This is an optimization exercise on Yosys and OpenROAD, whose aim is small area and a short achievable clock period, not a production implementation.

Design alu, start of the top module:
module alu(
  input   wire  [63:0]    in1       ,
  input   wire  [63:0]    in2       ,
  input   wire  [2:0]     op        ,
  input   wire            in_valid  ,
  output  wire            in_ready  ,
  output  wire  [63:0]    res       ,
  output  reg             out_valid ,
  input   wire            out_ready ,
  input   wire            clk       ,
  input   wire            rstn      
);
==> flow/config.mk <==
export PLATFORM = sky130hd
export DESIGN_NAME = alu
export DESIGN_NICKNAME = alu
export VERILOG_FILES = /design/flow/design.v
export SDC_FILE = /design/flow/constraint.sdc
export NUM_CORES = 4
export LEC_CHECK = 0
export ABC_AREA = 1
export CAP_MARGIN = 20
export CORE_MARGIN = 2
export CORE_UTILIZATION = 40
export CTS_BUF_LIST = sky130_fd_sc_hd__clkbuf_8
export SETUP_SLACK_MARGIN = 2.0
export SLEW_MARGIN = 20
==> flow/constraint.sdc <==
create_clock -name core_clock -period 4.6 [get_ports {clk}]
set_input_delay 0.9200 -clock core_clock [delete_from_list [all_inputs] [get_ports {clk}]]
set_output_delay 0.9200 -clock core_clock [all_outputs]
set_load 0.01 [all_outputs]
standard.sh (not shown) runs the stock make flow with config.mk's settings and CLKGATE_MAP_FILE= SYNTH_SCRIPT=/design/flow/synth_recipe.tcl, a recipe that flattens the netlist after the stock synthesis.
==> flow/flow/run.sh <==
#!/bin/bash
# Layout flow: the standard ORFS flow (standard.sh, with the standard
# synthesis unchanged), except that the port buffers that global placement
# puts on every input and output are sky130_fd_sc_hd__buf_1 instead of the
# delay buffer buffer_ports picks by default. Every port still gets its own
# buffer. The make output goes to standard.log in the work folder; ORFS keeps
# each step's log under orfs/logs/.
set -euo pipefail
bash standard.sh "BUFFER_PORTS_ARGS=-buffer_cell sky130_fd_sc_hd__buf_1" finish > standard.log 2>&1
Rerun with:
--- a/flow/design.v
+++ b/flow/design.v
@@ -191,25 +191,25 @@
   assign cf[27:24] = ci[27:24];
   assign cf[31:28] = ci[31:28];
   assign cf[35:32] = ci[35:32];
   assign cf[39:36] = ci[39:36];
   assign cf[43:40] = ci[43:40];
   assign cf[47:44] = ci[47:44];
   assign cf[51:48] = ci[51:48];
   assign cf[55:52] = ci[55:52];
   assign cf[59:56] = ci[59:56];
   assign cf[63:60] = ci[63:60];
   wire [63:0] part = (p & {64{keepp}}) ^ ((cf & {64{addop}}) | (g & {64{andor}}));
   assign in_ready = ~(out_valid & ~out_ready);
-  wire load = in_valid & in_ready;
+  wire load = in_ready;
   reg [63:0] part_q;           
   reg [15:1] cb_q;           
   reg addop_q;                 
   always @(posedge clk) begin
     if (load) begin
       part_q <= part;
       cb_q   <= cb[15:1];
       addop_q <= addop;
     end
   end
   always @(posedge clk) begin
     out_valid <= rstn & (in_valid | ~in_ready);
Wire length is higher by 2.1%. Non-clock buffer count rose by 6. Area after synthesis is about the same. Design area rose by 4.7%. Worst setup slack degrades by 33 ps. Hold slack is better by 170 ps. Via count goes up by 1.6%.
No functional check of the RTL was part of any run of this note.

========
== v6 ==
alu, a different RTL version from the one above (not shown whole).
Size: about 1,000 cells after synthesis, ~65 flip-flops, roughly 0.0069 mm^2 of cells after synthesis.
clock: 4.6 ns
lec_check: 0
abc_area: 1
cap_margin: 20
core_margin: 2
core_utilization: 40
slew_margin: 20
Scripts as last shown in full above: flow/flow/run.sh
v6 went all the way through synthesis, placement and routing and the layout is clean on timing, DRC and antenna.
### v6 -> v7
--- a/flow/design.v
+++ b/flow/design.v
@@ -4,22 +4,21 @@
   input   wire  [2:0]     op        ,
   input   wire            in_valid  ,
   output  wire            in_ready  ,
   output  reg   [63:0]    res       ,
   output  reg             out_valid ,
   input   wire            out_ready ,
   input   wire            clk       ,
   input   wire            rstn      
 );
   wire sub   = ~op[2] & ~op[1] & op[0];
-  wire addop = ~op[2] & ~op[1];
-  wire [63:0] b = in2 ^ {64{sub}};
+  wire [63:0] b = in2 ^ {64{op[0]}};
   wire [63:0] p = in1 ^ b;    
   wire [63:0] g = in1 & b;    
   wire        cin = sub;
   wire [63:0] c;              
   wire bg0_1 = g[1] | (p[1] & g[0]);
   wire bp0_1 = p[1] & p[0];
   wire bg0_2 = g[2] | (p[2] & bg0_1);
   wire bp0_2 = p[2] & bp0_1;
   wire bg0_3 = g[3] | (p[3] & bg0_2);
   wire bp0_3 = p[3] & bp0_2;
@@ -284,21 +283,21 @@
   wire ip14_2 = p[58] & ip14_1;
   assign c[59] = ig14_2 | (ip14_2 & c[56]);
   assign c[60] = G3_15;
   assign c[61] = g[60] | (p[60] & c[60]);
   wire ig15_1 = g[61] | (p[61] & g[60]);
   wire ip15_1 = p[61] & p[60];
   assign c[62] = ig15_1 | (ip15_1 & c[60]);
   wire ig15_2 = g[62] | (p[62] & ig15_1);
   wire ip15_2 = p[62] & ip15_1;
   assign c[63] = ig15_2 | (ip15_2 & c[60]);
-  wire [63:0] result = op[2] ? ({64{op[1]}} & (g | ({64{op[0]}} & p)))
-                             : (p ^ (c & {64{addop}}));
+  wire [63:0] result = op[2] ? ({64{op[1]}} & (op[0] ? (in1 | in2) : (in1 & in2)))
+                             : (op[1] ? (in1 ^ in2) : (p ^ c));
   assign in_ready = ~(out_valid & ~out_ready);
   always @(posedge clk) begin
     if (in_ready)
       res <= result;
   end
   always @(posedge clk) begin
     out_valid <= rstn & (in_valid | ~in_ready);
   end
 endmodule
## What came out
Compared with v6, v7 shows area added between synthesis and finish lower by 4.7 points. Going from v6 to v7, wire length the detailed router placed on met1 climbed about 28%, fraction of the mapped netlist area in compound gates dropped 0.67 points, largest net degree at the start of global routing climbed about 6%, vias after detailed routing climbed 1,632, number of combinational gates with multiple inputs climbed 164. v7 vs v6: share of synthesized cell area in full adder, half adder and majority cells up. v7: worst hold margin 5.5 ps above v6.
No functional check of the RTL was part of any run of this note.

========
Another version of the RTL of alu (not shown whole).
Size in the first run: about 800 cells after synthesis, about 200 I/O pins, roughly 6900 µm² of cells after synthesis.
export LEC_CHECK = 0
export ABC_AREA = 1
export CAP_MARGIN = 20
export CORE_MARGIN = 2
export CORE_UTILIZATION = 40
export CTS_BUF_LIST = sky130_fd_sc_hd__clkbuf_8
export SETUP_SLACK_MARGIN = 2.0
export SLEW_MARGIN = 20
create_clock -name core_clock -period 4.6 [get_ports {clk}]
Scripts as last shown in full above: flow/flow/run.sh
Then changed:
--- a/flow/design.v
+++ b/flow/design.v
@@ -194,36 +194,48 @@
   assign cf[12] = cb[3];
   assign cf[13] = ci[13] | ((&p[12:12]) & cb[3]);
   assign cf[14] = ci[14] | ((&p[13:12]) & cb[3]);
   assign cf[15] = ci[15] | ((&p[14:12]) & cb[3]);
   assign cf[16] = cb[4];
   assign cf[17] = ci[17] | ((&p[16:16]) & cb[4]);
   assign cf[18] = ci[18] | ((&p[17:16]) & cb[4]);
   assign cf[19] = ci[19] | ((&p[18:16]) & cb[4]);
-  assign cf[23:20] = ci[23:20];
-  assign cf[27:24] = ci[27:24];
-  assign cf[31:28] = ci[31:28];
-  assign cf[35:32] = ci[35:32];
+  assign cf[20] = cb[5];
+  assign cf[21] = ci[21] | ((&p[20:20]) & cb[5]);
+  assign cf[22] = ci[22] | ((&p[21:20]) & cb[5]);
+  assign cf[23] = ci[23] | ((&p[22:20]) & cb[5]);
+  assign cf[24] = cb[6];
+  assign cf[25] = ci[25] | ((&p[24:24]) & cb[6]);
+  assign cf[26] = ci[26] | ((&p[25:24]) & cb[6]);
+  assign cf[27] = ci[27] | ((&p[26:24]) & cb[6]);
+  assign cf[28] = cb[7];
+  assign cf[29] = ci[29] | ((&p[28:28]) & cb[7]);
+  assign cf[30] = ci[30] | ((&p[29:28]) & cb[7]);
+  assign cf[31] = ci[31] | ((&p[30:28]) & cb[7]);
+  assign cf[32] = cb[8];
+  assign cf[33] = ci[33] | ((&p[32:32]) & cb[8]);
+  assign cf[34] = ci[34] | ((&p[33:32]) & cb[8]);
+  assign cf[35] = ci[35] | ((&p[34:32]) & cb[8]);
   assign cf[39:36] = ci[39:36];
   assign cf[43:40] = ci[43:40];
   assign cf[47:44] = ci[47:44];
   assign cf[51:48] = ci[51:48];
   assign cf[55:52] = ci[55:52];
   assign cf[59:56] = ci[59:56];
   assign cf[63:60] = ci[63:60];
   wire [63:0] part = (p & {64{keepp}}) ^ ((cf & {64{addop}}) | (g & {64{andor}}));
   assign in_ready = ~(out_valid & ~out_ready);
   wire load = in_ready;
   reg [63:0] part_q;           
-  reg [15:5] cb_q;           
+  reg [15:9] cb_q;           
   always @(posedge clk) begin
     if (load) begin
       part_q <= part;
-      cb_q   <= cb[15:5] & {11{addop}};
+      cb_q   <= cb[15:9] & {7{addop}};
     end
   end
   always @(posedge clk) begin
     out_valid <= rstn & (in_valid | ~in_ready);
   end
   wire [63:0] inc;
   assign inc[0] = 1'b0;
   assign inc[1] = 1'b0;
@@ -240,32 +252,32 @@
   assign inc[12] = 1'b0;
   assign inc[13] = 1'b0;
   assign inc[14] = 1'b0;
   assign inc[15] = 1'b0;
   assign inc[16] = 1'b0;
   assign inc[17] = 1'b0;
   assign inc[18] = 1'b0;
   assign inc[19] = 1'b0;
-  assign inc[20] = cb_q[5];
-  assign inc[21] = cb_q[5] & (&part_q[20:20]);
-  assign inc[22] = cb_q[5] & (&part_q[21:20]);
-  assign inc[23] = cb_q[5] & (&part_q[22:20]);
-  assign inc[24] = cb_q[6];
-  assign inc[25] = cb_q[6] & (&part_q[24:24]);
-  assign inc[26] = cb_q[6] & (&part_q[25:24]);
-  assign inc[27] = cb_q[6] & (&part_q[26:24]);
-  assign inc[28] = cb_q[7];
-  assign inc[29] = cb_q[7] & (&part_q[28:28]);
-  assign inc[30] = cb_q[7] & (&part_q[29:28]);
-  assign inc[31] = cb_q[7] & (&part_q[30:28]);
-  assign inc[32] = cb_q[8];
-  assign inc[33] = cb_q[8] & (&part_q[32:32]);
-  assign inc[34] = cb_q[8] & (&part_q[33:32]);
-  assign inc[35] = cb_q[8] & (&part_q[34:32]);
+  assign inc[20] = 1'b0;
+  assign inc[21] = 1'b0;
+  assign inc[22] = 1'b0;
+  assign inc[23] = 1'b0;
+  assign inc[24] = 1'b0;
+  assign inc[25] = 1'b0;
+  assign inc[26] = 1'b0;
+  assign inc[27] = 1'b0;
+  assign inc[28] = 1'b0;
+  assign inc[29] = 1'b0;
+  assign inc[30] = 1'b0;
+  assign inc[31] = 1'b0;
+  assign inc[32] = 1'b0;
+  assign inc[33] = 1'b0;
+  assign inc[34] = 1'b0;
+  assign inc[35] = 1'b0;
   assign inc[36] = cb_q[9];
   assign inc[37] = cb_q[9] & (&part_q[36:36]);
   assign inc[38] = cb_q[9] & (&part_q[37:36]);
   assign inc[39] = cb_q[9] & (&part_q[38:36]);
   assign inc[40] = cb_q[10];
   assign inc[41] = cb_q[10] & (&part_q[40:40]);
   assign inc[42] = cb_q[10] & (&part_q[41:40]);
   assign inc[43] = cb_q[10] & (&part_q[42:40]);
Effect:
- synthesized cell count goes up by 6.3%
- hold slack improves by 0.0030 ns
- global-route usage goes down by 0.33 points
- worst setup slack degrades by 0.20 ns
- cell count goes up by 2.2%
- via count goes up by 1.4%
- non-clock buffer count goes down by 12
- die area goes up by 0.82%
- register-to-register slack degrades by 0.02 ns
- wire length goes up by 1.2%
No functional check of the RTL was part of any run of this note.

[re-timing with driven ports]
The results above use ideal ports. As a check the final layouts listed here were re-extracted and re-timed, cells and wires unchanged.
Step 1 sets driving cells, clkbuf_16 on the clock port and buf_2 on the other inputs (assumed; they add their load-dependent delay and slew).
Step 2, shift: input delay + t, output delay - t, t = (earliest + latest rising clock arrival at the registers) / 2. This alone moves slack from input paths to output paths.
Slacks: no drivers / after step 1 / after step 2; pairs: no drivers / after step 1.
run | shift t [ns] | setup WS [ns] | hold WS [ns] | slew at the worst register clock pin (ns) | cell pins on the clock port's net
the first run of note 1 | 0.407 | 1.935 / 1.903 / 1.496 | 0.564 / 0.564 / 0.564 | 0.09 / 0.09 | 1
the second run of note 1 | 0.407 | 1.902 / 1.865 / 1.488 | 0.731 / 0.731 / 0.731 | 0.09 / 0.09 | 1
v6 | 0.383 | 0.827 / 0.836 / 0.453 | 0.796 / 0.775 / 1.113 | 0.06 / 0.06 | 1
v7 | 0.384 | 0.755 / 0.768 / 0.384 | 0.801 / 0.777 / 0.842 | 0.06 / 0.06 | 1
the first run of note 3 | 0.409 | 1.856 / 1.848 / 1.439 | 0.773 / 0.756 / 0.821 | 0.10 / 0.10 | 1
the second run of note 3 | 0.393 | 1.656 / 1.647 / 1.255 | 0.776 / 0.758 / 0.809 | 0.09 / 0.09 | 1
After both steps setup and hold are still met in every run listed. The setup slack of the first run of note 1, which loses most, moves by -0.032 ns with the drivers and by -0.439 ns with both steps.
